Context: an optimization exercise on an open-source flow, tuned for a short achievable clock period and few clock cycles. The choices shown serve that exercise and are no tape-out recipe.
The RTL was checked by simulation tests, not by an equivalence proof against the original design.
Power is estimated from default activity; no workload was simulated.

## flow/design.v (module list and top-level ports; edited modules follow where they fit)
// module alu16: 325 lines
// module alu8: 348 lines
// module sync_reset: 13 lines
// module z80: 152 lines
// module add_rel: 48 lines
// module z80_step: 688 lines
module z80(
    clk,
    reset_external,
    halt,
    bdos_trap,
    mem_addr,
    mem_we,
    mem_wdata,
    mem_rdata,
    io_addr,
    io_we,
    io_wdata,
    io_rdata
    );
  // ...
==> flow/flow/run.sh <==
#!/bin/bash
# The standard layout, with the timing repair asked to aim for more setup
# slack than the flow settings allow, so that it keeps improving the critical
# paths. The constraints (clock period, I/O delays, loads) are the standard flow's own.
set -euo pipefail
MARGIN=${SETUP_MARGIN:-11}
sed "s/\"\\\${@:-finish}\"/SETUP_SLACK_MARGIN=$MARGIN \"\${@:-finish}\"/" standard.sh > standard_margin.sh
grep -q "SETUP_SLACK_MARGIN=$MARGIN" standard_margin.sh
bash standard_margin.sh > flow_make.log 2>&1
test -f out/final.def
==> flow/standard.sh <==
#!/bin/bash
# synth_recipe.tcl (not shown) runs the flow's synth.tcl, then flattens the netlist and writes it again
# the make line also repeats each setting of config.mk as NAME=value (left out here)
make -C /OpenROAD-flow-scripts/flow DESIGN_CONFIG=/design/flow/config.mk WORK_HOME=/design/flow/orfs CLKGATE_MAP_FILE= SYNTH_SCRIPT=/design/flow/synth_recipe.tcl "${@:-finish}"
==> flow/config.mk <==
export PLATFORM = sky130hd
export DESIGN_NAME = z80
export DESIGN_NICKNAME = z80
export VERILOG_FILES = /design/flow/design.v
export SDC_FILE = /design/flow/constraint.sdc
export NUM_CORES = 4
export LEC_CHECK = 0
export CAP_MARGIN = 20
export CORE_MARGIN = 2
export CORE_UTILIZATION = 25
export CTS_CLUSTER_DIAMETER = 60
export CTS_CLUSTER_SIZE = 12
export GPL_ROUTABILITY_DRIVEN = 1
export SLEW_MARGIN = 20
export SYNTH_MEMORY_MAX_BITS = 1048576
==> flow/constraint.sdc <==
create_clock -name core_clock -period 16.0 [get_ports {clk}]
set_input_delay 3.2000 -clock core_clock [delete_from_list [all_inputs] [get_ports {clk}]]
set_output_delay 3.2000 -clock core_clock [all_outputs]
set_load 0.01 [all_outputs]
==> impl_metrics.tcl, run 1 <==
set metrics [dict create \
    clkSlewWorstSetupHoldPaths_ps 60 \
    stdcell_count 9768 \
    synthSimpleGateAreaFrac 0.2462 \
    ctsHoldBuffers 0 \
    final.setup.worst_slack_ps 10290 \
    via_per_inst 7.121 \
    final_core_util 0.3517 \
    critPathMaxStageDelay_ps 740 \
    r2r-start "xy[1]$_SDFF_PP0_" \
    min_to "TMP[8]$_SDFFE_PP0P_" \
    cp_cell_sequence "buf_12 > clkinv_4 > mux2i_4 > inv_4 > mux4_2 > fa_2 > buf_6 > xor2_4 > o2111ai_4 > or4_4 > nor2_4 > nand2_1 > or3_4 > nor3_4 > buf_6 > xor2_4 > o211ai_1 > a221o_1 > nand3_2 > o2111ai_1" \
    avgRoutedWirePerCell_um 43.58 \
    cts_resized 1275 \
    synth_compound_area_frac 0.3807 \
    die_x_um 436.6 \
    grt_busiest_layer "met2" \
    largest-register "ws_q" \
    period_needed_ps 5709 \
    post-place-ws_ps 8701 \
    synth_top_family_by_area "compound AO/OA/AOI/OAI gates" \
    synth.yosys.seq_area_share 0.1230 \
    overflow 0 \
    place_inst 9027 \
    finalMaxSlewViolations 0 \
    clkSinkCount 287 \
    die_area_sq_um 190600 \
    p_clk_mw 1.34 \
    endpoint "F[7]$_SDFF_PP1_" \
    tritoncts "yes" \
    synth_common_cells "643 x nand2_1, 600 x nor2_1, 488 x clkbuf_1" \
    power_leakage_nw 24.49 \
    p_int_mw 7.982 \
    clk_latency_ps 730 \
    cp_top_family "simple AND/OR/NAND/NOR gates" \
    synthCells 6759 \
    status "no timing/DRC/antenna violations" \
]
Testbench counts, summed over its fixed seeds: cycles 150,602.
==> inputs of run 2 (changes only) <==
--- a/flow/design.v
+++ b/flow/design.v
@@ -2,317 +2,54 @@
 module alu16(
-    input wire [15:0] alu16_arg1,
-    input wire [15:0] alu16_arg2,
-    output reg [15:0] alu16_out,
-    input wire [2:0]  alu16_op,
-    input wire [7:0]  alu16_flags_in,
-    output reg [7:0]  alu16_flags_out
+    alu16_arg1,
+    alu16_arg2,
+    alu16_out,
+    alu16_op,
+    alu16_flags_in,
+    alu16_flags_out
     );
-parameter UCODE_LENGTH = 80;
-parameter UCODE_ADDR_LENGTH = 12;
-parameter UC_RD = 4096;
-parameter [79:0] UC_HALT = 1 << 13;
-parameter VAL_HALT = 1;
-parameter [79:0] UC_BDOS = 2 << 13;
-parameter VAL_BDOS = 2;
-parameter [79:0] UC_DECODE1 = 1 << 15;
-parameter VAL_DECODE1 = 1;
-parameter [79:0] UC_DECODE_CB = 2 << 15;
-parameter VAL_DECODE_CB = 2;
-parameter [79:0] UC_DECODE_XY = 3 << 15;
-parameter VAL_DECODE_XY = 3;
-parameter [79:0] UC_DECODE_XYBITS = 4 << 15;
-parameter VAL_DECODE_XYBITS = 4;
-parameter [79:0] UC_DECODE_ED = 5 << 15;
-parameter VAL_DECODE_ED = 5;
-parameter [79:0] UC_GOTO_NOW = 6 << 15;
-parameter VAL_GOTO_NOW = 6;
-parameter [79:0] UC_GOTO_NCC = 7 << 15;
-parameter VAL_GOTO_NCC = 7;
-parameter [79:0] UC_GOTO_NCCR = 8 << 15;
-parameter VAL_GOTO_NCCR = 8;
-parameter [79:0] UC_GOTO_Z = 9 << 15;
-parameter VAL_GOTO_Z = 9;
-parameter [79:0] UC_GOTO_LOOP = 10 << 15;
-parameter VAL_GOTO_LOOP = 10;
-parameter [79:0] UC_ADDR_SEL_IP = 1 << 19;
-parameter VAL_ADDR_SEL_IP = 1;
-parameter [79:0] UC_ADDR_SEL_DOUT16 = 2 << 19;
-parameter VAL_ADDR_SEL_DOUT16 = 2;
-parameter [79:0] UC_ADDR_SEL_ALU16 = 3 << 19;
-parameter VAL_ADDR_SEL_ALU16 = 3;
-parameter [79:0] UC_ADDR_SEL_TMP = 4 << 19;
-parameter VAL_ADDR_SEL_TMP = 4;
-parameter [79:0] UC_ADDR_SEL_TMP_P1 = 5 << 19;
-parameter VAL_ADDR_SEL_TMP_P1 = 5;
-parameter [79:0] UC_IO_ADDR_SEL_DOUT8 = 6 << 19;
-parameter VAL_IO_ADDR_SEL_DOUT8 = 6;
-parameter [79:0] UC_IO_ADDR_SEL_TMP_LO = 7 << 19;
-parameter VAL_IO_ADDR_SEL_TMP_LO = 7;
-parameter [79:0] UC_RD_IR = 1 << 22;
-parameter VAL_RD_IR = 1;
-parameter [79:0] UC_RD_TMP_LO = 2 << 22;
-parameter VAL_RD_TMP_LO = 2;
-parameter [79:0] UC_RD_TMP_HI = 3 << 22;
-parameter VAL_RD_TMP_HI = 3;
-parameter [79:0] UC_RD_TMP2_LO = 4 << 22;
-parameter VAL_RD_TMP2_LO = 4;
-parameter [79:0] UC_RD_TMP2_HI = 5 << 22;
-parameter VAL_RD_TMP2_HI = 5;
-parameter [79:0] UC_RD_TMP_FROM_DOUT16 = 6 << 22;
-parameter VAL_RD_TMP_FROM_DOUT16 = 6;
-parameter [79:0] UC_RD_TMP2_FROM_DOUT16 = 7 << 22;
-parameter VAL_RD_TMP2_FROM_DOUT16 = 7;
-parameter [79:0] UC_RD_XY_OFF = 8 << 22;
-parameter VAL_RD_XY_OFF = 8;
-parameter [79:0] UC_RD_TMP_LO_FROM_IO = 9 << 22;
-parameter VAL_RD_TMP_LO_FROM_IO = 9;
-parameter [79:0] UC_RAM_WR_DOUT8 = 1 << 26;
-parameter VAL_RAM_WR_DOUT8 = 1;
-parameter [79:0] UC_RAM_WR_TMP_LO = 2 << 26;
-parameter VAL_RAM_WR_TMP_LO = 2;
-parameter [79:0] UC_RAM_WR_TMP_HI = 3 << 26;
-parameter VAL_RAM_WR_TMP_HI = 3;
-parameter [79:0] UC_RAM_WR_TMP2_LO = 4 << 26;
-parameter VAL_RAM_WR_TMP2_LO = 4;
-parameter [79:0] UC_RAM_WR_TMP2_HI = 5 << 26;
-parameter VAL_RAM_WR_TMP2_HI = 5;
-parameter [79:0] UC_RAM_WR_IP_HI = 6 << 26;
-parameter VAL_RAM_WR_IP_HI = 6;
-parameter [79:0] UC_RAM_WR_IP_LO = 7 << 26;
-parameter VAL_RAM_WR_IP_LO = 7;
-parameter [79:0] UC_IO_WR_DOUT8 = 8 << 26;
-parameter VAL_IO_WR_DOUT8 = 8;
-parameter [79:0] UC_IO_WR_TMP_LO = 9 << 26;
-parameter VAL_IO_WR_TMP_LO = 9;
-parameter [79:0] UC_IO_WR_0 = 10 << 26;
-parameter VAL_IO_WR_0 = 10;
-parameter [79:0] UC_RAM_WR_ALU8 = 11 << 26;
-parameter VAL_RAM_WR_ALU8 = 11;
-parameter [79:0] UC_DIN8_DST_IR210 = 1 << 30;
-parameter VAL_DIN8_DST_IR210 = 1;
-parameter [79:0] UC_DIN8_DST_IR543 = 2 << 30;
-parameter VAL_DIN8_DST_IR543 = 2;
-parameter [79:0] UC_DIN8_DST_IR543_NO_XY = 3 << 30;
-parameter VAL_DIN8_DST_IR543_NO_XY = 3;
-parameter [79:0] UC_DIN8_DST_A = 4 << 30;
-parameter VAL_DIN8_DST_A = 4;
-parameter [79:0] UC_DIN8_DST_B = 5 << 30;
-parameter VAL_DIN8_DST_B = 5;
-parameter [79:0] UC_DIN8_DST_H = 6 << 30;
-parameter VAL_DIN8_DST_H = 6;
-parameter [79:0] UC_DIN8_DST_L = 7 << 30;
-parameter VAL_DIN8_DST_L = 7;
-parameter [79:0] UC_DIN8_DST_R = 8 << 30;
-parameter VAL_DIN8_DST_R = 8;
-parameter [79:0] UC_DIN8_DST_I = 9 << 30;
-parameter VAL_DIN8_DST_I = 9;
-parameter [79:0] UC_DIN8_SRC_DOUT8 = 1 << 34;
-parameter VAL_DIN8_SRC_DOUT8 = 1;
-parameter [79:0] UC_DIN8_SRC_RAM = 2 << 34;
-parameter VAL_DIN8_SRC_RAM = 2;
-parameter [79:0] UC_DIN8_SRC_ALU8 = 3 << 34;
-parameter VAL_DIN8_SRC_ALU8 = 3;
-parameter [79:0] UC_DIN8_SRC_IO = 4 << 34;
-parameter VAL_DIN8_SRC_IO = 4;
-parameter [79:0] UC_DOUT8_SEL_IR543 = 1 << 37;
-parameter VAL_DOUT8_SEL_IR543 = 1;
-parameter [79:0] UC_DOUT8_SEL_IR210_NO_XY = 2 << 37;
-parameter VAL_DOUT8_SEL_IR210_NO_XY = 2;
-parameter [79:0] UC_DOUT8_SEL_IR210 = 3 << 37;
-parameter VAL_DOUT8_SEL_IR210 = 3;
-parameter [79:0] UC_DOUT8_SEL_REGA = 4 << 37;
-parameter VAL_DOUT8_SEL_REGA = 4;
-parameter [79:0] UC_DOUT8_SEL_REGB = 5 << 37;
-parameter VAL_DOUT8_SEL_REGB = 5;
-parameter [79:0] UC_DOUT8_SEL_REGC = 6 << 37;
-parameter VAL_DOUT8_SEL_REGC = 6;
-parameter [79:0] UC_DOUT8_SEL_REG_H = 7 << 37;
-parameter VAL_DOUT8_SEL_REG_H = 7;
-parameter [79:0] UC_DOUT8_SEL_REG_L = 8 << 37;
-parameter VAL_DOUT8_SEL_REG_L = 8;
-parameter [79:0] UC_DOUT8_SEL_REG_R = 9 << 37;
-parameter VAL_DOUT8_SEL_REG_R = 9;
-parameter [79:0] UC_DOUT8_SEL_REG_I = 10 << 37;
-parameter VAL_DOUT8_SEL_REG_I = 10;
-parameter [79:0] UC_DIN16_SRC_TMP = 1 << 41;
-parameter VAL_DIN16_SRC_TMP = 1;
-parameter [79:0] UC_DIN16_SRC_TMP2 = 2 << 41;
-parameter VAL_DIN16_SRC_TMP2 = 2;
-parameter [79:0] UC_DIN16_SRC_DOUT16 = 3 << 41;
-parameter VAL_DIN16_SRC_DOUT16 = 3;
-parameter [79:0] UC_DIN16_SRC_ALU16 = 4 << 41;
-parameter VAL_DIN16_SRC_ALU16 = 4;
-parameter [79:0] UC_DIN16_SEL_IR54RP1 = 1 << 44;
-parameter VAL_DIN16_SEL_IR54RP1 = 1;
-parameter [79:0] UC_DIN16_SEL_IR54RP2 = 2 << 44;
-parameter VAL_DIN16_SEL_IR54RP2 = 2;
-parameter [79:0] UC_DIN16_SEL_SP = 3 << 44;
-parameter VAL_DIN16_SEL_SP = 3;
-parameter [79:0] UC_DIN16_SEL_HL = 4 << 44;
-parameter VAL_DIN16_SEL_HL = 4;
-parameter [79:0] UC_DIN16_SEL_DE = 5 << 44;
-parameter VAL_DIN16_SEL_DE = 5;
-parameter [79:0] UC_DIN16_SEL_BC = 6 << 44;
-parameter VAL_DIN16_SEL_BC = 6;
-parameter [79:0] UC_DOUT16_SEL_BC = 1 << 47;
-parameter VAL_DOUT16_SEL_BC = 1;
-parameter [79:0] UC_DOUT16_SEL_HL = 2 << 47;
-parameter VAL_DOUT16_SEL_HL = 2;
-parameter [79:0] UC_DOUT16_SEL_SP = 3 << 47;
-parameter VAL_DOUT16_SEL_SP = 3;
-parameter [79:0] UC_DOUT16_SEL_DE = 4 << 47;
-parameter VAL_DOUT16_SEL_DE = 4;
-parameter [79:0] UC_DOUT16_SEL_IR54RP = 5 << 47;
-parameter VAL_DOUT16_SEL_IR54RP = 5;
-parameter [79:0] UC_DOUT16_SEL_IR54RP2 = 6 << 47;
-parameter VAL_DOUT16_SEL_IR54RP2 = 6;
-parameter [79:0] UC_FLAGS_SOURCE_ALU8 = 1 << 50;
-parameter VAL_FLAGS_SOURCE_ALU8 = 1;
-parameter [79:0] UC_FLAGS_SOURCE_ALU16 = 2 << 50;
-parameter VAL_FLAGS_SOURCE_ALU16 = 2;
-parameter [79:0] UC_FLAGS_SOURCE_ALU_BLK = 3 << 50;
-parameter VAL_FLAGS_SOURCE_ALU_BLK = 3;
-parameter [79:0] UC_ALU8_SRC_RAM = 1 << 52;
-parameter VAL_ALU8_SRC_RAM = 1;
-parameter [79:0] UC_ALU8_SRC_DOUT8 = 2 << 52;
-parameter VAL_ALU8_SRC_DOUT8 = 2;
-parameter [79:0] UC_ALU8_SRC_TMP_LO = 3 << 52;
-parameter VAL_ALU8_SRC_TMP_LO = 3;
-parameter [79:0] UC_ALU8_SRC_IO = 4 << 52;
-parameter VAL_ALU8_SRC_IO = 4;
-parameter [79:0] UC_ALU8_SRC_RAM_ADDR = 5 << 52;
-parameter VAL_ALU8_SRC_RAM_ADDR = 5;
-parameter [79:0] UC_ALU8_OP_IP543 = 1 << 55;
-parameter VAL_ALU8_OP_IP543 = 1;
-parameter [79:0] UC_ALU8_OP_IP543B = 2 << 55;
-parameter VAL_ALU8_OP_IP543B = 2;
-parameter [79:0] UC_ALU8_OP_IP543_CBROT = 3 << 55;
-parameter VAL_ALU8_OP_IP543_CBROT = 3;
-parameter [79:0] UC_ALU8_OP_INC = 4 << 55;
-parameter VAL_ALU8_OP_INC = 4;
-parameter [79:0] UC_ALU8_OP_DEC = 5 << 55;
-parameter VAL_ALU8_OP_DEC = 5;
-parameter [79:0] UC_ALU8_OP_BIT = 6 << 55;
-parameter VAL_ALU8_OP_BIT = 6;
-parameter [79:0] UC_ALU8_OP_RES = 7 << 55;
-parameter VAL_ALU8_OP_RES = 7;
-parameter [79:0] UC_ALU8_OP_SET = 8 << 55;
-parameter VAL_ALU8_OP_SET = 8;
-parameter [79:0] UC_ALU8_OP_IN = 9 << 55;
-parameter VAL_ALU8_OP_IN = 9;
-parameter [79:0] UC_ALU8_OP_NEG = 10 << 55;
-parameter VAL_ALU8_OP_NEG = 10;
-parameter [79:0] UC_ALU8_OP_RRD_1 = 11 << 55;
-parameter VAL_ALU8_OP_RRD_1 = 11;
-parameter [79:0] UC_ALU8_OP_RRD_2 = 12 << 55;
-parameter VAL_ALU8_OP_RRD_2 = 12;
-parameter [79:0] UC_ALU8_OP_RLD_1 = 13 << 55;
-parameter VAL_ALU8_OP_RLD_1 = 13;
-parameter [79:0] UC_ALU8_OP_RLD_2 = 14 << 55;
-parameter VAL_ALU8_OP_RLD_2 = 14;
-parameter [79:0] UC_ALU8_OP_BIT_FIXUP = 15 << 55;
-parameter VAL_ALU8_OP_BIT_FIXUP = 15;
-parameter [79:0] UC_INC_IP = 1 << 59;
-parameter VAL_INC_IP = 1;
-parameter [79:0] UC_IP_FROM_TMP = 2 << 59;
-parameter VAL_IP_FROM_TMP = 2;
-parameter [79:0] UC_IP_FROM_REL_TMP = 3 << 59;
-parameter VAL_IP_FROM_REL_TMP = 3;
-parameter [79:0] UC_IP_FROM_RST = 4 << 59;
-parameter VAL_IP_FROM_RST = 4;
-parameter [79:0] UC_ALU16_OP_INC = 1 << 62;
-parameter VAL_ALU16_OP_INC = 1;
-parameter [79:0] UC_ALU16_OP_DEC = 2 << 62;
-parameter VAL_ALU16_OP_DEC = 2;
-parameter [79:0] UC_ALU16_OP_DEC_LD = 3 << 62;
-parameter VAL_ALU16_OP_DEC_LD = 3;
-parameter [79:0] UC_ALU16_OP_ADD = 4 << 62;
-parameter VAL_ALU16_OP_ADD = 4;
-parameter [79:0] UC_ALU16_OP_SBC = 5 << 62;
-parameter VAL_ALU16_OP_SBC = 5;
-parameter [79:0] UC_ALU16_OP_ADC = 6 << 62;
-parameter VAL_ALU16_OP_ADC = 6;
-parameter [79:0] UC_XY_SEL_CLEAR = 1 << 65;
-parameter VAL_XY_SEL_CLEAR = 1;
-parameter [79:0] UC_XY_SEL_IX = 2 << 65;
-parameter VAL_XY_SEL_IX = 2;
-parameter [79:0] UC_XY_SEL_IY = 3 << 65;
-parameter VAL_XY_SEL_IY = 3;
-parameter [79:0] UC_BLK_LATCH_DATA = 1 << 67;
-parameter VAL_BLK_LATCH_DATA = 1;
-parameter [79:0] UC_BLK_LATCH_IO = 2 << 67;
-parameter VAL_BLK_LATCH_IO = 2;
-parameter [79:0] UC_BLK_OP_LD = 1 << 69;
-parameter VAL_BLK_OP_LD = 1;
-parameter [79:0] UC_BLK_OP_CP = 2 << 69;
-parameter VAL_BLK_OP_CP = 2;
-parameter [79:0] UC_BLK_OP_OUT = 3 << 69;
-parameter VAL_BLK_OP_OUT = 3;
-parameter [79:0] UC_BLK_OP_INI = 4 << 69;
-parameter VAL_BLK_OP_INI = 4;
-parameter [79:0] UC_BLK_OP_IND = 5 << 69;
-parameter VAL_BLK_OP_IND = 5;
-parameter FLAG_S = 7;  
-parameter FLAG_Z = 6;  
-parameter FLAG_F5 = 5;  
-parameter FLAG_H = 4;  
-parameter FLAG_F3 = 3;  
-parameter FLAG_PV = 2;  
-parameter FLAG_N = 1;   
-parameter FLAG_C = 0;  
-wire flag_s, flag_z, flag_f5, flag_h, flag_f3, flag_pv, flag_n, flag_c;
-assign flag_s = alu16_flags_in[FLAG_S];
-assign flag_z = alu16_flags_in[FLAG_Z];
-assign flag_f5 = alu16_flags_in[FLAG_F5];
-assign flag_h = alu16_flags_in[FLAG_H];
-assign flag_f3 = alu16_flags_in[FLAG_F3];
-assign flag_pv = alu16_flags_in[FLAG_PV];
-assign flag_n = alu16_flags_in[FLAG_N];
-assign flag_c = alu16_flags_in[FLAG_C];
-reg [12:0] tmp13;
-reg [16:0] tmp17;
+input wire [15:0] alu16_arg1;
+input wire [15:0] alu16_arg2;
+output reg [15:0] alu16_out;
+input wire [2:0] alu16_op;
+input wire [7:0] alu16_flags_in;
+output reg [7:0] alu16_flags_out;
+wire [15:0] a = alu16_arg1;
+wire [15:0] b = alu16_arg2;
+wire [7:0] fi = alu16_flags_in;
+wire cf = fi[0];
+function [17:0] add16;
+  input [15:0] x, y;
+  input ci;
+  reg [15:0] g, p, gg, pp;
+  reg [16:0] c;
+  integer i, k;
+  begin
+    g = x & y; p = x ^ y; gg = g; pp = p;
+    for (k = 1; k < 16; k = k * 2)
+      for (i = 15; i >= k; i = i - 1)
+        begin
+          gg[i] = gg[i] | (pp[i] & gg[i - k]);
+          pp[i] = pp[i] & pp[i - k];
+        end
+    c[0] = ci;
+    for (i = 0; i < 16; i = i + 1) c[i + 1] = gg[i] | (pp[i] & ci);
+    add16 = {c[16], c[12], p ^ c[15:0]};
+  end
+endfunction
+wire [17:0] r_add = add16(a, b, 1'b0);
+wire [17:0] r_adc = add16(a, b, cf);
+wire [17:0] r_sbc = add16(a, ~b, ~cf);
 always @(*)
 begin
-  tmp13 = 0;
-  tmp17 = 0;
   case (alu16_op)
-    VAL_ALU16_OP_INC:  
-      begin
-        alu16_out = alu16_arg1 + 1;
-        alu16_flags_out = alu16_flags_in;
-      end
-    VAL_ALU16_OP_DEC:  
+    3'd4:
       begin
-        alu16_out = alu16_arg1 - 1;
-        alu16_flags_out = alu16_flags_in;
-      end    
-    VAL_ALU16_OP_ADD:  
-      begin 
-        tmp17 = alu16_arg1 + alu16_arg2;
-        tmp13 = alu16_arg1[11:0] + alu16_arg2[11:0];
-        alu16_out = tmp17[15:0];
-        alu16_flags_out = {flag_s, flag_z, alu16_out[8+5], tmp13[12], alu16_out[8+3], flag_pv, 1'b0, tmp17[16]};
+        alu16_out = r_add[15:0];
+        alu16_flags_out = {fi[7:6], r_add[13], r_add[16], r_add[11], fi[2], 1'b0, r_add[17]};
       end
-    VAL_ALU16_OP_DEC_LD:  
+    3'd5:
       begin
-        alu16_out = alu16_arg1 - 1;
-        alu16_flags_out = {flag_s, flag_z, flag_f5, 1'b0, flag_f3, alu16_out != 0, 1'b0, flag_c};
-      end    
-    VAL_ALU16_OP_SBC:  
-      begin 
-        tmp17 = alu16_arg1 - alu16_arg2 - flag_c;
-        tmp13 = alu16_arg1[11:0] - alu16_arg2[11:0] - flag_c;
-        alu16_out = tmp17[15:0];
-        alu16_flags_out = {
-          alu16_out[15], alu16_out == 0, alu16_out[13], tmp13[12], 
-          alu16_out[11], (alu16_arg1[15] != alu16_arg2[15]) && (alu16_arg1[15] != alu16_out[15]) , 1'b1, tmp17[16]};
-      end
-    VAL_ALU16_OP_ADC:  
-      begin 
-        tmp17 = alu16_arg1 + alu16_arg2 + flag_c;
-        tmp13 = alu16_arg1[11:0] + alu16_arg2[11:0] + flag_c;
-        alu16_out = tmp17[15:0]; 
-        alu16_flags_out = {
-          alu16_out[15], alu16_out == 0, alu16_out[13], tmp13[12], 
-          alu16_out[11], (alu16_arg1[15] == alu16_arg2[15]) && (alu16_arg1[15] != alu16_out[15]), 1'b0, tmp17[16]};
+        alu16_out = r_sbc[15:0];
+        alu16_flags_out = {r_sbc[15], r_sbc[15:0] == 16'd0, r_sbc[13], ~r_sbc[16], r_sbc[11],
+                           (a[15] != b[15]) && (a[15] != r_sbc[15]), 1'b1, ~r_sbc[17]};
       end
@@ -320,4 +57,5 @@
       begin
-        alu16_out = 16'bX;
-        alu16_flags_out = 8'bX;
+        alu16_out = r_adc[15:0];
+        alu16_flags_out = {r_adc[15], r_adc[15:0] == 16'd0, r_adc[13], r_adc[16], r_adc[11],
+                           (a[15] == b[15]) && (a[15] != r_adc[15]), 1'b0, r_adc[17]};
       end
@@ -328,347 +66,164 @@
 module alu8(
-    input wire [7:0] alu8_ain,
-    output reg [7:0] alu8_out,
-    input wire [5:0] alu8_op,
-    input wire [7:0] alu8_arg,
-    input wire [7:0] alu8_flags_in,
-    output reg [7:0] alu8_flags_out,
-    input wire [2:0] alu8_bit_sel
+    alu8_ain,
+    alu8_out,
+    alu8_op,
+    alu8_arg,
+    alu8_flags_in,
+    alu8_flags_out,
+    alu8_bit_sel
     );
-parameter FLAG_S = 7;  
-parameter FLAG_Z = 6;  
-parameter FLAG_F5 = 5;  
-parameter FLAG_H = 4;  
-parameter FLAG_F3 = 3;  
-parameter FLAG_PV = 2;  
-parameter FLAG_N = 1;   
-parameter FLAG_C = 0;  
-wire flag_s, flag_z, flag_f5, flag_h, flag_f3, flag_pv, flag_n, flag_c;
-assign flag_s = alu8_flags_in[FLAG_S];
-assign flag_z = alu8_flags_in[FLAG_Z];
-assign flag_f5 = alu8_flags_in[FLAG_F5];
-assign flag_h = alu8_flags_in[FLAG_H];
-assign flag_f3 = alu8_flags_in[FLAG_F3];
-assign flag_pv = alu8_flags_in[FLAG_PV];
-assign flag_n = alu8_flags_in[FLAG_N];
-assign flag_c = alu8_flags_in[FLAG_C];
-reg [4:0] tmp5;
-reg [7:0] tmp8;
-reg [8:0] tmp9;
-reg cf_out, hf_out;
-reg bit_set;
-task daa_diff;
-  input [7:0]a;
-  input cf, hf, nf;
-  output [7:0] daa_diff;
-  output cf_out, hf_out;
-  reg [3:0] hi;
-  reg [3:0] lo;
+input wire [7:0] alu8_ain;
+output reg [7:0] alu8_out;
+input wire [5:0] alu8_op;
+input wire [7:0] alu8_arg;
+input wire [7:0] alu8_flags_in;
+output reg [7:0] alu8_flags_out;
+input wire [2:0] alu8_bit_sel;
+wire [7:0] a = alu8_ain;
+wire [7:0] b = alu8_arg;
+wire [7:0] fi = alu8_flags_in;
+wire cf = fi[0];
+function [10:0] addc;
+  input [7:0] x, y;
+  input ci;
+  reg [7:0] g, p, gg, pp;
+  reg [8:0] c;
+  integer i, k;
   begin
-    hi = a[7:4];
-    lo = a[3:0];
-    if (lo < 10) 
-      begin
-        if (cf)
-          begin
-            if (hf)
-              begin
-                cf_out = 1;
-                daa_diff = 8'h66;
-              end
-            else
-              begin
-                cf_out = 1;
-                daa_diff = 8'h60;
-              end
-          end
-        else
-          begin
-            if (hf)
-              begin
-                if (hi < 10)
-                  begin
-                    cf_out = 0;
-                    daa_diff = 8'h06;
-                  end
-                else 
-                  begin
-                    cf_out = 1;
-                    daa_diff = 8'h66;
-                  end
-              end
-            else
-              begin
-                if (hi < 10)
-                  begin
-                    cf_out = 0;
-                    daa_diff = 8'h00;
-                  end
-                else 
-                  begin
-                    cf_out = 1;
-                    daa_diff = 8'h60;
-                  end
-              end
-          end
-      end
-    else
-      begin
-        if (cf)
-          begin
-            cf_out = 1;
-            daa_diff = 8'h66;
-          end
-        else
-          begin
-            if (hi < 9)
-              begin
-                cf_out = 0;
-                daa_diff = 8'h06;
-              end  
-            else
-              begin
-                cf_out = 1;
-                daa_diff = 8'h66;
-              end
-          end
-      end
-    if (nf) 
-        hf_out = hf && (lo < 6); 
-    else
-        hf_out = lo >= 10;
+    g = x & y; p = x ^ y; gg = g; pp = p;
+    for (k = 1; k < 8; k = k * 2)
+      for (i = 7; i >= k; i = i - 1)
+        begin
+          gg[i] = gg[i] | (pp[i] & gg[i - k]);
+          pp[i] = pp[i] & pp[i - k];
+        end
+    c[0] = ci;
+    for (i = 0; i < 8; i = i + 1) c[i + 1] = gg[i] | (pp[i] & ci);
+    addc = {c[8], c[7], c[4], p ^ c[7:0]};
   end
-endtask
+endfunction
+function par;     
+  input [7:0] v;
+  par = ~^v;
+endfunction
+function [7:0] szf;    
+  input [7:0] v;
+  szf = {v[7], v == 8'd0, v[5], 1'b0, v[3], 3'b000};
+endfunction
+wire [10:0] r_add = addc(a, b, 1'b0);
+wire [10:0] r_adc = addc(a, b, cf);
+wire [10:0] r_sub = addc(a, ~b, 1'b1);
+wire [10:0] r_sbc = addc(a, ~b, ~cf);
+wire [10:0] r_inc = addc(b, 8'h00, 1'b1);
+wire [10:0] r_dec = addc(b, 8'hff, 1'b0);
+wire [10:0] r_neg = addc(8'h00, ~a, 1'b1);
+wire [7:0] s_add = r_add[7:0], s_adc = r_adc[7:0], s_sub = r_sub[7:0], s_sbc = r_sbc[7:0];
+wire [7:0] s_inc = r_inc[7:0], s_dec = r_dec[7:0], s_neg = r_neg[7:0];
+reg [7:0] daa_d;
+reg daa_c, daa_h;
 always @(*)
 begin
-  tmp5 = 0;
-  tmp8 = 0;
-  tmp9 = 0;
-  cf_out = 0;
-  hf_out = 0;
-  bit_set = 0;
-  alu8_out = 8'bX;
-  case (alu8_op)
-  0:  
-    begin
-      tmp9 = alu8_ain + alu8_arg;
-      tmp8 = alu8_ain[6:0] + alu8_arg[6:0];
-      tmp5 = alu8_ain[3:0] + alu8_arg[3:0];
-      alu8_out = tmp9[7:0];
-      alu8_flags_out = {alu8_out[7], alu8_out == 0, alu8_out[5], tmp5[4], alu8_out[3], tmp9[8] ^ tmp8[7], 1'b0, tmp9[8]};
-    end
-  1:  
-    begin
-      tmp9 = alu8_ain + alu8_arg + flag_c;
-      tmp8 = alu8_ain[6:0] + alu8_arg[6:0] + flag_c;
-      tmp5 = alu8_ain[3:0] + alu8_arg[3:0] + flag_c;
-      alu8_out = tmp9[7:0];
-      alu8_flags_out = {alu8_out[7], alu8_out == 0, alu8_out[5], tmp5[4], alu8_out[3], tmp9[8] ^ tmp8[7], 1'b0, tmp9[8]};
-    end
-  2:  
-    begin
-      tmp9 = alu8_ain - alu8_arg;
-      tmp8 = alu8_ain[6:0] - alu8_arg[6:0];
-      tmp5 = alu8_ain[3:0] - alu8_arg[3:0];
-      alu8_out = tmp9[7:0];
-      alu8_flags_out = {alu8_out[7], alu8_out == 0, alu8_out[5], tmp5[4], alu8_out[3], tmp9[8] ^ tmp8[7], 1'b1, tmp9[8]};
-    end
-   3:  
-    begin
-      tmp9 = alu8_ain - alu8_arg - flag_c;
-      tmp8 = alu8_ain[6:0] - alu8_arg[6:0] - flag_c;
-      tmp5 = alu8_ain[3:0] - alu8_arg[3:0] - flag_c;
-      alu8_out = tmp9[7:0];
-      alu8_flags_out = {alu8_out[7], alu8_out == 0, alu8_out[5], tmp5[4], alu8_out[3], tmp9[8] ^ tmp8[7], 1'b1, tmp9[8]};
-    end
-   4:  
-    begin
-      alu8_out = alu8_ain & alu8_arg;
-      alu8_flags_out = {alu8_out[7], alu8_out == 0, alu8_out[5], 1'b1, alu8_out[3], !(^alu8_out), 1'b0, 1'b0};
-    end
-   5:  
-    begin
-      alu8_out = alu8_ain ^ alu8_arg;
-      alu8_flags_out = {alu8_out[7], alu8_out == 0, alu8_out[5], 1'b0, alu8_out[3], !(^alu8_out), 1'b0, 1'b0};
-    end
-   6:  
-    begin
-      alu8_out = alu8_ain | alu8_arg;
-      alu8_flags_out = {alu8_out[7], alu8_out == 0, alu8_out[5], 1'b0, alu8_out[3], !(^alu8_out), 1'b0, 1'b0};
-    end
-  7:  
-    begin
-      tmp9 = alu8_ain - alu8_arg;
-      tmp8 = alu8_ain[6:0] - alu8_arg[6:0];
-      tmp5 = alu8_ain[3:0] - alu8_arg[3:0];
-      alu8_out = alu8_ain;
-      alu8_flags_out = {tmp9[7], tmp9[7:0] == 0, alu8_arg[5], tmp5[4], alu8_arg[3], tmp9[8] ^ tmp8[7], 1'b1, tmp9[8]};
-    end
-  8:  
+  if (a[3:0] < 4'd10)
     begin
-      alu8_out = {alu8_ain[6:0], alu8_ain[7]};
-      alu8_flags_out = {flag_s, flag_z, alu8_out[5], 1'b0, alu8_out[3], flag_pv, 1'b0, alu8_ain[7]};
-    end
-  9:  
-    begin
-      alu8_out = {alu8_ain[0], alu8_ain[7:1]};
-      alu8_flags_out = {flag_s, flag_z, alu8_out[5], 1'b0, alu8_out[3], flag_pv, 1'b0, alu8_ain[0]};
-    end
-  10:  
-    begin
-      alu8_out = {alu8_ain[6:0], flag_c};
-      alu8_flags_out = {flag_s, flag_z, alu8_out[5], 1'b0, alu8_out[3], flag_pv, 1'b0, alu8_ain[7]};
-    end
-  11:  
-    begin
-      alu8_out = {flag_c, alu8_ain[7:1]};
-      alu8_flags_out = {flag_s, flag_z, alu8_out[5], 1'b0, alu8_out[3], flag_pv, 1'b0, alu8_ain[0]};
-    end
-  12:  
-    begin
-      daa_diff(alu8_ain, flag_c, flag_h, flag_n, tmp8, cf_out, hf_out);
-      if (flag_n)
-        alu8_out = alu8_ain - tmp8;
+      if (cf)
+        begin daa_c = 1'b1; daa_d = fi[4] ? 8'h66 : 8'h60; end
+      else if (fi[4])
+        begin
+          if (a[7:4] < 4'd10) begin daa_c = 1'b0; daa_d = 8'h06; end
+          else begin daa_c = 1'b1; daa_d = 8'h66; end
+        end
       else
-        alu8_out = alu8_ain + tmp8;
-      alu8_flags_out = {alu8_out[7], alu8_out == 0, alu8_out[5], hf_out, alu8_out[3], !(^alu8_out), flag_n, cf_out};
-    end
-  13:  
-    begin
-      alu8_out = ~alu8_ain;
-      alu8_flags_out = {flag_s, flag_z, alu8_out[5], 1'b1, alu8_out[3], flag_pv, 1'b1, flag_c};
-    end
-  14:  
-    begin
-      alu8_out = alu8_ain;
-      alu8_flags_out = {flag_s, flag_z, alu8_ain[5], 1'b0, alu8_ain[3], flag_pv, 1'b0, 1'b1};
-    end
-  15:  
-    begin
-      alu8_out = alu8_ain;
-      alu8_flags_out = {flag_s, flag_z, alu8_ain[5], flag_c, alu8_ain[3], flag_pv, 1'b0, !flag_c};
-    end
-  16:  
-    begin
-      alu8_out = {alu8_arg[6:0], alu8_arg[7]};
-      alu8_flags_out = {alu8_out[7], alu8_out == 0, alu8_out[5], 1'b0, alu8_out[3], !(^alu8_out), 1'b0, alu8_arg[7]};
-    end
-  17:  
-    begin
-      alu8_out = {alu8_arg[0], alu8_arg[7:1]};
-      alu8_flags_out = {alu8_out[7], alu8_out == 0, alu8_out[5], 1'b0, alu8_out[3], !(^alu8_out), 1'b0, alu8_arg[0]};
-    end
-  18:  
-    begin
-      alu8_out = {alu8_arg[6:0], flag_c};
-      alu8_flags_out = {alu8_out[7], alu8_out == 0, alu8_out[5], 1'b0, alu8_out[3], !(^alu8_out), 1'b0, alu8_arg[7]};
-    end
-  19:  
-    begin
-      alu8_out = {flag_c, alu8_arg[7:1]};
-      alu8_flags_out = {alu8_out[7], alu8_out == 0, alu8_out[5], 1'b0, alu8_out[3], !(^alu8_out), 1'b0, alu8_arg[0]};
-    end    
-  20:  
-    begin
-      alu8_out = {alu8_arg[6:0], 1'b0};
-      alu8_flags_out = {alu8_out[7], alu8_out == 0, alu8_out[5], 1'b0, alu8_out[3], !(^alu8_out), 1'b0, alu8_arg[7]};
-    end
-  21:  
-    begin
-      alu8_out = {alu8_arg[7], alu8_arg[7:1]};
-      alu8_flags_out = {alu8_out[7], alu8_out == 0, alu8_out[5], 1'b0, alu8_out[3], !(^alu8_out), 1'b0, alu8_arg[0]};
-    end
-  22:  
-    begin
-      alu8_out = {alu8_arg[6:0], 1'b1};
-      alu8_flags_out = {alu8_out[7], alu8_out == 0, alu8_out[5], 1'b0, alu8_out[3], !(^alu8_out), 1'b0, alu8_arg[7]};
-    end
-  23:  
-    begin
-      alu8_out = {1'b0, alu8_arg[7:1]};
-      alu8_flags_out = {alu8_out[7], alu8_out == 0, alu8_out[5], 1'b0, alu8_out[3], !(^alu8_out), 1'b0, alu8_arg[0]};
-    end
-  24:  
-    begin
-      tmp9 = alu8_arg + 1;
-      tmp8 = alu8_arg[6:0] + 1;
-      tmp5 = alu8_arg[3:0] + 1;
-      alu8_out = tmp9[7:0];
-      alu8_flags_out = {alu8_out[7], alu8_out == 0, alu8_out[5], tmp5[4], alu8_out[3], alu8_arg == 8'h7f, 1'b0, flag_c};
-    end
-  25:  
-    begin
-      tmp9 = alu8_arg - 1;
-      tmp8 = alu8_arg[6:0] - 1;
-      tmp5 = alu8_arg[3:0] - 1;
-      alu8_out = tmp9[7:0];
-      alu8_flags_out = {alu8_out[7], alu8_out == 0, alu8_out[5], tmp5[4], alu8_out[3], alu8_arg == 8'h80, 1'b1, flag_c};
-    end
-  26:  
-    begin
-      bit_set = (alu8_arg & (1 << alu8_bit_sel)) != 0;
-      alu8_out = alu8_arg;
-      alu8_flags_out = {
-        (alu8_bit_sel == 7) && bit_set,      
-        !bit_set,                            
-        alu8_arg[5],                         
-        1'b1,                                
-        alu8_arg[3],                         
-        !bit_set,                            
-        1'b0,                                
-        flag_c                               
-        };                            
-    end
-  27:  
-    begin
-      alu8_out = alu8_arg & ~(1 << alu8_bit_sel);
-      alu8_flags_out = alu8_flags_in; 
-    end
-  28:  
-    begin
-      alu8_out = alu8_arg | (1 << alu8_bit_sel);
-      alu8_flags_out = alu8_flags_in; 
-    end
-  29:  
-    begin
-      alu8_flags_out = {alu8_arg[7], alu8_arg == 0, alu8_arg[5], 1'b0, alu8_arg[3],!(^alu8_arg), 1'b0, flag_c};
-    end
-  30:  
-    begin
-      tmp9 = 0 - alu8_ain;
-      tmp8 = 0 - alu8_ain[6:0];
-      tmp5 = 0 - alu8_ain[3:0];
-      alu8_out = tmp9[7:0];
-      alu8_flags_out = {alu8_out[7], alu8_out == 0, alu8_out[5], tmp5[4], alu8_out[3], tmp9[8] ^ tmp8[7], 1'b1, tmp9[8]};
-    end
-  31:  
-    begin
-      alu8_out = {alu8_ain[3:0], alu8_arg[7:4]};
-      alu8_flags_out = alu8_flags_in;
-    end
-  32:  
-    begin
-      alu8_out = {alu8_ain[7:4], alu8_arg[3:0]};
-      alu8_flags_out = {alu8_out[7], alu8_out == 0, alu8_out[5], 1'b0, alu8_out[3], !(^alu8_out), 1'b0, flag_c};
-    end
-  33:  
-    begin
-      alu8_out = {alu8_arg[3:0], alu8_ain[3:0]};
-      alu8_flags_out = alu8_flags_in;
-    end
-  34:  
-    begin
-      alu8_out = {alu8_ain[7:4], alu8_arg[7:4]};
-      alu8_flags_out = {alu8_out[7], alu8_out == 0, alu8_out[5], 1'b0, alu8_out[3], !(^alu8_out), 1'b0, flag_c};
-    end
-  35:  
-    begin
-      alu8_out = 8'bX;
-      alu8_flags_out = {flag_s, flag_z, alu8_arg[5], flag_h, alu8_arg[3], flag_pv, flag_n, flag_c};
+        begin
+          if (a[7:4] < 4'd10) begin daa_c = 1'b0; daa_d = 8'h00; end
+          else begin daa_c = 1'b1; daa_d = 8'h60; end
+        end
     end
-  default:
+  else
     begin
-      alu8_out = 8'bX;
-      alu8_flags_out = 8'bX;
+      if (cf) begin daa_c = 1'b1; daa_d = 8'h66; end
+      else if (a[7:4] < 4'd9) begin daa_c = 1'b0; daa_d = 8'h06; end
+      else begin daa_c = 1'b1; daa_d = 8'h66; end
     end
-  endcase  
+  if (fi[1]) daa_h = fi[4] && (a[3:0] < 4'd6);
+  else daa_h = a[3:0] >= 4'd10;
+end
+wire [10:0] r_daa = fi[1] ? addc(a, ~daa_d, 1'b1) : addc(a, daa_d, 1'b0);
+wire [7:0] s_daa = r_daa[7:0];
+wire [7:0] bitmask = 8'd1 << alu8_bit_sel;
+wire bit_set = (b & bitmask) != 8'd0;
+wire [35:0] oh = 36'd1 << alu8_op;
+always @(*)
+begin
+  alu8_out =
+    ({8{oh[0]}} & (s_add)) |
+    ({8{oh[1]}} & (s_adc)) |
+    ({8{oh[2]}} & (s_sub)) |
+    ({8{oh[3]}} & (s_sbc)) |
+    ({8{oh[4]}} & ((a & b))) |
+    ({8{oh[5]}} & ((a ^ b))) |
+    ({8{oh[6]}} & ((a | b))) |
+    ({8{oh[7]}} & (a)) |
+    ({8{oh[8]}} & ({a[6:0], a[7]})) |
+    ({8{oh[9]}} & ({a[0], a[7:1]})) |
+    ({8{oh[10]}} & ({a[6:0], cf})) |
+    ({8{oh[11]}} & ({cf, a[7:1]})) |
+    ({8{oh[12]}} & (s_daa)) |
+    ({8{oh[13]}} & (~a)) |
+    ({8{oh[14]}} & (a)) |
+    ({8{oh[15]}} & (a)) |
+    ({8{oh[16]}} & ({b[6:0], b[7]})) |
+    ({8{oh[17]}} & ({b[0], b[7:1]})) |
+    ({8{oh[18]}} & ({b[6:0], cf})) |
+    ({8{oh[19]}} & ({cf, b[7:1]})) |
+    ({8{oh[20]}} & ({b[6:0], 1'b0})) |
+    ({8{oh[21]}} & ({b[7], b[7:1]})) |
+    ({8{oh[22]}} & ({b[6:0], 1'b1})) |
+    ({8{oh[23]}} & ({1'b0, b[7:1]})) |
+    ({8{oh[24]}} & (s_inc)) |
+    ({8{oh[25]}} & (s_dec)) |
+    ({8{oh[26]}} & (b)) |
+    ({8{oh[27]}} & ((b & ~bitmask))) |
+    ({8{oh[28]}} & ((b | bitmask))) |
+    ({8{oh[30]}} & (s_neg)) |
+    ({8{oh[31]}} & ({a[3:0], b[7:4]})) |
+    ({8{oh[32]}} & ({a[7:4], b[3:0]})) |
+    ({8{oh[33]}} & ({b[3:0], a[3:0]})) |
+    ({8{oh[34]}} & ({a[7:4], b[7:4]}));
+  alu8_flags_out =
+    ({8{oh[0]}} & (szf(s_add) | {3'b000, r_add[8], 1'b0, r_add[10] ^ r_add[9], 1'b0, r_add[10]})) |
+    ({8{oh[1]}} & (szf(s_adc) | {3'b000, r_adc[8], 1'b0, r_adc[10] ^ r_adc[9], 1'b0, r_adc[10]})) |
+    ({8{oh[2]}} & (szf(s_sub) | {3'b000, ~r_sub[8], 1'b0, r_sub[10] ^ r_sub[9], 1'b1, ~r_sub[10]})) |
+    ({8{oh[3]}} & (szf(s_sbc) | {3'b000, ~r_sbc[8], 1'b0, r_sbc[10] ^ r_sbc[9], 1'b1, ~r_sbc[10]})) |
+    ({8{oh[4]}} & (szf(a & b) | {3'b000, 1'b1, 1'b0, par(a & b), 2'b00})) |
+    ({8{oh[5]}} & (szf(a ^ b) | {5'b00000, par(a ^ b), 2'b00})) |
+    ({8{oh[6]}} & (szf(a | b) | {5'b00000, par(a | b), 2'b00})) |
+    ({8{oh[7]}} & ({s_sub[7], s_sub == 8'd0, b[5], ~r_sub[8], b[3], r_sub[10] ^ r_sub[9], 1'b1, ~r_sub[10]})) |
+    ({8{oh[8]}} & ({fi[7:6], a[4], 1'b0, a[2], fi[2], 1'b0, a[7]})) |
+    ({8{oh[9]}} & ({fi[7:6], a[6], 1'b0, a[4], fi[2], 1'b0, a[0]})) |
+    ({8{oh[10]}} & ({fi[7:6], a[4], 1'b0, a[2], fi[2], 1'b0, a[7]})) |
+    ({8{oh[11]}} & ({fi[7:6], a[6], 1'b0, a[4], fi[2], 1'b0, a[0]})) |
+    ({8{oh[12]}} & (szf(s_daa) | {3'b000, daa_h, 1'b0, par(s_daa), fi[1], daa_c})) |
+    ({8{oh[13]}} & ({fi[7:6], ~a[5], 1'b1, ~a[3], fi[2], 1'b1, cf})) |
+    ({8{oh[14]}} & ({fi[7:6], a[5], 1'b0, a[3], fi[2], 1'b0, 1'b1})) |
+    ({8{oh[15]}} & ({fi[7:6], a[5], cf, a[3], fi[2], 1'b0, ~cf})) |
+    ({8{oh[16]}} & (szf({b[6:0], b[7]}) | {5'b00000, par({b[6:0], b[7]}), 1'b0, b[7]})) |
+    ({8{oh[17]}} & (szf({b[0], b[7:1]}) | {5'b00000, par({b[0], b[7:1]}), 1'b0, b[0]})) |
+    ({8{oh[18]}} & (szf({b[6:0], cf}) | {5'b00000, par({b[6:0], cf}), 1'b0, b[7]})) |
+    ({8{oh[19]}} & (szf({cf, b[7:1]}) | {5'b00000, par({cf, b[7:1]}), 1'b0, b[0]})) |
+    ({8{oh[20]}} & (szf({b[6:0], 1'b0}) | {5'b00000, par({b[6:0], 1'b0}), 1'b0, b[7]})) |
+    ({8{oh[21]}} & (szf({b[7], b[7:1]}) | {5'b00000, par({b[7], b[7:1]}), 1'b0, b[0]})) |
+    ({8{oh[22]}} & (szf({b[6:0], 1'b1}) | {5'b00000, par({b[6:0], 1'b1}), 1'b0, b[7]})) |
+    ({8{oh[23]}} & (szf({1'b0, b[7:1]}) | {5'b00000, par({1'b0, b[7:1]}), 1'b0, b[0]})) |
+    ({8{oh[24]}} & (szf(s_inc) | {3'b000, r_inc[8], 1'b0, b == 8'h7f, 1'b0, cf})) |
+    ({8{oh[25]}} & (szf(s_dec) | {3'b000, ~r_dec[8], 1'b0, b == 8'h80, 1'b1, cf})) |
+    ({8{oh[26]}} & ({alu8_bit_sel == 3'd7 && bit_set, ~bit_set, b[5], 1'b1, b[3], ~bit_set, 1'b0, cf})) |
+    ({8{oh[27]}} & (fi)) |
+    ({8{oh[28]}} & (fi)) |
+    ({8{oh[29]}} & (szf(b) | {5'b00000, par(b), 1'b0, cf})) |
+    ({8{oh[30]}} & (szf(s_neg) | {3'b000, ~r_neg[8], 1'b0, r_neg[10] ^ r_neg[9], 1'b1, ~r_neg[10]})) |
+    ({8{oh[31]}} & (fi)) |
+    ({8{oh[32]}} & (szf({a[7:4], b[3:0]}) | {5'b00000, par({a[7:4], b[3:0]}), 1'b0, cf})) |
+    ({8{oh[33]}} & (fi)) |
+    ({8{oh[34]}} & (szf({a[7:4], b[7:4]}) | {5'b00000, par({a[7:4], b[7:4]}), 1'b0, cf})) |
+    ({8{oh[35]}} & ({fi[7:6], b[5], fi[4], b[3], fi[2:0]}));
 end
@@ -742,2 +297,3 @@
 wire [2:0] st_n;
+wire [15:0] spm_n;
 assign mem_addr =
@@ -761,3 +317,3 @@
   .TMPx_n(), .EAx_n(), .jrb_n(), .eab_n(), .rel_o(rel_o), .ea_o(),
-  .as_(), .JT(JT), .ws_(), .ias_(), .iws_(), .RMW(RMW), .RMW_n(RMW_n),
+  .as_(), .JT(JT), .ws_(), .ias_(), .iws_(), .RMW(RMW), .RMW_n(RMW_n), .SPM_n(spm_n),
   .A(A), .F(F), .B(B), .C(C), .D(D), .E(E), .H(H), .L(L),
@@ -784,3 +340,3 @@
   .TMPx_n(), .EAx_n(), .jrb_n(), .eab_n(), .rel_o(), .ea_o(),
-  .as_(as_a), .JT(16'h0000), .ws_(ws_a), .ias_(ias_a), .iws_(iws_a), .RMW(8'h00), .RMW_n(),
+  .as_(as_a), .JT(16'h0000), .ws_(ws_a), .ias_(ias_a), .iws_(iws_a), .RMW(8'h00), .RMW_n(), .SPM_n(),
   .A(8'h00), .F(8'h00), .B(8'h00), .C(8'h00), .D(8'h00), .E(8'h00), .H(8'h00), .L(8'h00),
@@ -798,3 +354,3 @@
   .TMPx_n(), .EAx_n(), .jrb_n(), .eab_n(), .rel_o(), .ea_o(),
-  .as_(as_b), .JT(16'h0000), .ws_(ws_b), .ias_(ias_b), .iws_(iws_b), .RMW(8'h00), .RMW_n(),
+  .as_(as_b), .JT(16'h0000), .ws_(ws_b), .ias_(ias_b), .iws_(iws_b), .RMW(8'h00), .RMW_n(), .SPM_n(),
   .A(8'h00), .F(8'h00), .B(8'h00), .C(8'h00), .D(8'h00), .E(8'h00), .H(8'h00), .L(8'h00),
@@ -825,3 +381,3 @@
       A <= A_n; F <= F_n; B <= B_n; C <= C_n; D <= D_n; E <= E_n; H <= H_n; L <= L_n;
-      IX <= IX_n; IY <= IY_n; SP <= SP_n; SPM <= SP_n - 16'd1; PC <= PC_n;
+      IX <= IX_n; IY <= IY_n; SP <= SP_n; SPM <= spm_n; PC <= PC_n;
       TMP <= TMP_n; EA <= EA_n; RMW <= RMW_n;
@@ -907,2 +463,3 @@
     output reg [7:0] RMW_n,
+    output wire [15:0] SPM_n,
     input wire [7:0] A, F, B, C, D, E, H, L,
@@ -932,2 +489,35 @@
     );
+function [15:0] inc16;     
+  input [15:0] x;
+  integer i;
+  begin
+    for (i = 0; i < 16; i = i + 1) inc16[i] = x[i] ^ (&(x | ~((16'd1 << i) - 16'd1)));
+  end
+endfunction
+function [15:0] dec16;
+  input [15:0] x;
+  integer i;
+  begin
+    for (i = 0; i < 16; i = i + 1) dec16[i] = x[i] ^ (&(~x | ~((16'd1 << i) - 16'd1)));
+  end
+endfunction
+function [8:0] kadd8;     
+  input [7:0] x, y;
+  input ci;
+  reg [7:0] g, p, gg, pp;
+  reg [8:0] c;
+  integer i, k;
+  begin
+    g = x & y; p = x ^ y; gg = g; pp = p;
+    for (k = 1; k < 8; k = k * 2)
+      for (i = 7; i >= k; i = i - 1)
+        begin
+          gg[i] = gg[i] | (pp[i] & gg[i - k]);
+          pp[i] = pp[i] & pp[i - k];
+        end
+    c[0] = ci;
+    for (i = 0; i < 8; i = i + 1) c[i + 1] = gg[i] | (pp[i] & ci);
+    kadd8 = {c[8], p ^ c[7:0]};
+  end
+endfunction
 wire [2:0] y = ir[5:3];
@@ -1120,5 +710,6 @@
 );
-wire [15:0] pc1 = PC + 16'd1;
-wire [15:0] sp1 = SP + 16'd1;
-wire [15:0] spm1 = SP - 16'd1;
+wire [15:0] pc1 = inc16(PC);
+assign SPM_n = dec16(SP_n);
+wire [15:0] sp1 = inc16(SP);
+wire [15:0] spm1 = dec16(SP);
 wire [15:0] rel_tgt, ea_in;
@@ -1129,13 +720,18 @@
 assign ea_o = ea_in;
-wire [15:0] bcm1 = BC - 16'd1;
-wire [7:0] bm1 = B - 8'd1;
-wire [15:0] hl_step = ir[3] ? HL - 16'd1 : HL + 16'd1;
-wire [15:0] de_step = ir[3] ? DE - 16'd1 : DE + 16'd1;
-wire [7:0] ld_n = tl + A;
-wire [8:0] cp_t9 = {1'b0, A} - {1'b0, tl};
+wire [15:0] bcm1 = dec16(BC);
+wire [8:0] bm1_9 = kadd8(B, 8'hff, 1'b0);
+wire [7:0] bm1 = bm1_9[7:0];
+wire [15:0] hl_step = ir[3] ? dec16(HL) : inc16(HL);
+wire [15:0] de_step = ir[3] ? dec16(DE) : inc16(DE);
+wire [8:0] ld_n9 = kadd8(tl, A, 1'b0);
+wire [7:0] ld_n = ld_n9[7:0];
+wire [8:0] cp_r9 = kadd8(A, ~tl, 1'b1);
+wire [8:0] cp_t9 = {~cp_r9[8], cp_r9[7:0]};
 wire [4:0] cp_t5 = {1'b0, A[3:0]} - {1'b0, tl[3:0]};
-wire [7:0] cp_n = A - tl - {7'b0, cp_t5[4]};
-wire [7:0] ini_c = C + 8'd1;    
-wire [8:0] ini_k = {1'b0, tl} + {1'b0, ini_c};
-wire [8:0] out_k = {1'b0, tl} + {1'b0, L};
+wire [8:0] cp_n9 = kadd8(A, ~tl, ~cp_t5[4]);
+wire [7:0] cp_n = cp_n9[7:0];
+wire [8:0] ini_c9 = kadd8(C, 8'h00, 1'b1);
+wire [7:0] ini_c = ini_c9[7:0];    
+wire [8:0] ini_k = kadd8(tl, ini_c, 1'b0);
+wire [8:0] out_k = kadd8(tl, L, 1'b0);
 wire [7:0] decb_f = {bm1[7], bm1 == 8'd0, bm1[5], B[3:0] == 4'd0, bm1[3], B == 8'h80, 1'b1, F[0]};
@@ -1211,4 +807,4 @@
               case (ir[4:3])
-                2'b00: begin mem_we = 1'b1; mem_wdata = HLx[7:0]; ws_ = WSHLXL; TMP_n = TMP + 16'd1; end
-                2'b01: begin RMW_n = din; TMP_n = TMP + 16'd1; end
+                2'b00: begin mem_we = 1'b1; mem_wdata = HLx[7:0]; ws_ = WSHLXL; TMP_n = inc16(TMP); end
+                2'b01: begin RMW_n = din; TMP_n = inc16(TMP); end
                 2'b10: begin mem_we = 1'b1; mem_wdata = A; ws_ = WSA; st_n = 3'd4; end
@@ -1232,5 +828,5 @@
       8'b00_??0_011:                                       
-        begin w16 = 1'b1; w16v = rrp + 16'd1; fe = 1'b1; end
+        begin w16 = 1'b1; w16v = inc16(rrp); fe = 1'b1; end
       8'b00_??1_011:                                       
-        begin w16 = 1'b1; w16v = rrp - 16'd1; fe = 1'b1; end
+        begin w16 = 1'b1; w16v = dec16(rrp); fe = 1'b1; end
       8'b00_???_10?:                                       
@@ -1430,3 +1026,3 @@
             begin
-              mem_addr = TMP; as_ = ASTMP; TMP_n = TMP + 16'd1;
+              mem_addr = TMP; as_ = ASTMP; TMP_n = inc16(TMP);
               if (ir[3] == 1'b0) begin mem_we = 1'b1; mem_wdata = rrp[7:0]; ws_ = wsrrpl; end
@@ -1564,3 +1160,3 @@
       ldir_n = 1'b1;
-      PC_n = ma_cur + 16'd1;
+      PC_n = inc16(ma_cur);
       st_n = 3'd0;
==> impl_metrics.tcl, run 2 <==
set metrics [dict create \
    status "no timing/DRC/antenna violations" \
    die_h_um 422.0 \
    crit_path_end_kind "primary output" \
    antenna_left 0 \
    coreArea_sq_um 173800 \
    fmax_mhz 182.0 \
    syn_area_per_cell_sq_um 6.797 \
    drt_iter0_markers 12530 \
    seqCellArea_sq_um 6065 \
    drive_above_1_share 0.2930 \
    finalMaxSlewViolations 0 \
    vdd_drop_max_mv 0.2430 \
    largest_reg_flops 18 \
    crit_type "register to primary output" \
    synth.yosys.seq_area_share 0.1317 \
    synthCells 6426 \
    cts_buffers 52 \
    num_vias 66370 \
    synth_fp_nets 6702 \
    num-nets-final 7127 \
    tritoncts "yes" \
    synth_area_sq_um 43680 \
    start_kind "register" \
    mostFrequentLayoutCell "buf_4" \
    synthFlopType "dfxtp_1" \
    setup.worst_path.start "ir[4]$_SDFFE_PP0P_" \
    yosysWarningCount 7 \
    synthMostInstantiatedCell "nand2_1" \
    synth_edf_count 0 \
    arrival_ps 2300 \
    r2r-start "st[1]$_SDFF_PP0_" \
    period_needed_ps 5496 \
    initial_utilization 0.2513 \
    grt_max_degree 60 \
    htreeDepth 2 \
    synth_area_leader_cell "dfxtp_1" \
    yosys.cell_types.count 110 \
    drcViolationCount 0 \
    clock_path_buffers 3 \
    clk_latency_ps 760 \
    clkSlewWorstSetupHoldPaths_ps 60 \
    clkSinkCount 287 \
    drv_cap 0 \
    hold_viol 0 \
    clockRootBuffer "clkbuf_16" \
    hold_path.startpoint "halt$_SDFFE_PP0P_" \
    power_leakage_nw 22.89 \
    first_pass_iters 14 \
    worst_ep_required_time_ps 12800 \
    via_per_inst 7.165 \
    synth_top_cell_area_share 0.1311 \
    path_max_fanout 4 \
    gp_congestion 1.137 \
    avgRoutedWirePerCell_um 43.09 \
    stdcell_count 9263 \
    power.density_nw_per_um2 291.1 \
    routed_wl_um 399100 \
    multiInputGateArea_sq_um 39370 \
    grt_pass1_vias 58760 \
    ys_top_cells_by_area "dfxtp_1 13%, ha_1 7.0%, a21oi_1 6.0%, nand2_1 5.2%, nor2_1 5.0%" \
    finalCritPeriodShare 0.3435 \
    nFillCells 18390 \
    dpl.hpwl_um 274400 \
    synth-seq-cells 287 \
    area_growth_pct 39.88 \
    portBuffers 61 \
    track_usage 0.4190 \
    final_cell_mix "676 x buf_4, 557 x nand2_1, 531 x nor2_1, 453 x a21oi_1, 372 x o21ai_0" \
    place_inst 8534 \
    die_x_um 422.0 \
    grt_pass1_wl_um 521900 \
    rows 153 \
    slew_headroom 0.1113 \
    async_flop_share 0.003484 \
    whs_ps 480.1 \
    setup_viol 0 \
    synth_common_cells "610 x nand2_1, 580 x nor2_1, 523 x a21oi_1" \
    largest-register "ws_q" \
    ctsHoldBuffers 0 \
    min_path_type "register to register" \
    worst_pin_slew_ps 1325 \
    worst_clock_skew_ps 87.37 \
    grt_setup_unrepaired "yes" \
    grt_antenna_before_repair 54 \
    fin_tns_setup_ps 0 \
    ios 62 \
    die_area_sq_um 178100 \
    overflow 0 \
]
run 2: changes by cell type after synthesis, sizes merged, moves of 29 or more:
cell	change
a21oi	+64
o21ai	-48
buf	-44
ha	-43
o211ai	-41
nand2	-34
inv	-29
run 2: cell families (layout without fill, tap and decap cells):
logic type                 count (synthesis)  after routing  synth area share
AOI/OAI and AO/OA                       2431           2431            0.3841
and+or+nand+nor                         2245           2245            0.2520
muxes                                    145            145           0.03618
buffers and inverters                    826           1295           0.07319
other                                      0             43                 0
DFF                                      287            287            0.1317
adders and majority gates                258            258           0.07597
xor gates and xnor gates                 234            234           0.04692
run 2: where the power goes:
part	leakage, nW	internal, mW	total (mW)	switching [mW]
Sequential	2.36	0.891	1.22	0.325
Combinational	19.7	5.54	15.3	9.80
Clock	0.879	0.688	1.22	0.534
Total	22.9	7.12	17.8	10.7
run 2: per-layer routing:
metal / wire length [um] / track usage
met1: 136300 / 0.4756
met2: 144600 / 0.5451
met3: 67590 / 0.2342
met4: 49720 / 0.3867
met5: 836 / 0.01317
run 2: worst paths after layout:
kind                                              endpoint  slack [ps]  cells after the start
max in group asynchronous       sync_reset.reset$_DFF_PP1_       13120                      2
worst max register to register          SPM[11]$_SDFF_PP1_       10520                     16
worst max-delay path                           mem_addr[4]       10500                      7
worst min-delay path                     halt$_SDFFE_PP0P_         480                      2
min in group asynchronous       sync_reset.reset$_DFF_PP1_        2860                      2
worst min register to register           halt$_SDFFE_PP0P_         480                      2
run 2: critical path: stages, from the launching register on:
cell	delay (ps)
dfxtp_4	370
buf_12	140
buf_16	130
a22oi_2	290
and3_1	230
nand4_1	100
buf_6	160
buf_6	120
run 2: repair_timing:
| action | CTS | global route |
|---|---|---|
| cloned | 16 | 9 |
| gates resized for setup | 1111 | 566 |
| buffers inserted | 355 | 208 |
| pin swaps | 166 | 285 |
| endpoints found under the setup margin | 310 | 229 |
run 2: layout make-up:
cell class,instances,share of cell area
Timing Repair inverter,1,0.0001434
Timing Repair Buffer,989,0.1621
Clock buffer,60,0.02261
Multi-Input combinational cell,5313,0.6444
Clock inverter,38,0.007127
Sequential cell,287,0.09926
Antenna cell,43,0.001761
Inverter,207,0.01507
Tap cell,2325,0.04761
run 2: through the flow:
stage,instance area [sq um],utilization,worst slack [ps],total power [mW]
2_1_floorplan,43990,-,10370,7.207
3_3_place_gp,47710,0.2745,8957,11.76
3_5_place_dp,47770,0.2748,9086,11.79
4_1_cts,56560,0.3254,10520,14.98
5_1_grt,61000,0.3510,10510,17.79
6_report,61100,0.3515,10500,17.79
Testbench counts of run 2, summed over its fixed seeds: cycles 150,602.

[afterwards: timing with drivers on the ports]
No port has a modelled driver above. Below, the same layouts with a new extraction and two added sets of constraints. Step 1 assumes that a clkbuf_16 drives the clock port and a buf_2 every other input. Step 2 times the ports against the registers' clock, not the clock port: input delays grow and output delays shrink by t, the midpoint of the rising clock arrivals with the driver on. Slacks: ideal / step 1 / step 2; pairs: ideal / step 1.
| run | t (ns) | setup WS [ns] | slew at the worst register clock pin (ns) |
|---|---|---|---|
| run 1 | 0.782 | 10.292 / 10.241 / 9.853 | 0.07 / 0.07 |
| run 2 | 0.787 | 10.504 / 10.429 / 10.024 | 0.07 / 0.07 |
After both steps every run listed still meets setup and hold. The setup slack of run 2, which loses most, moves by -0.075 ns with the drivers and by -0.480 ns with both steps.
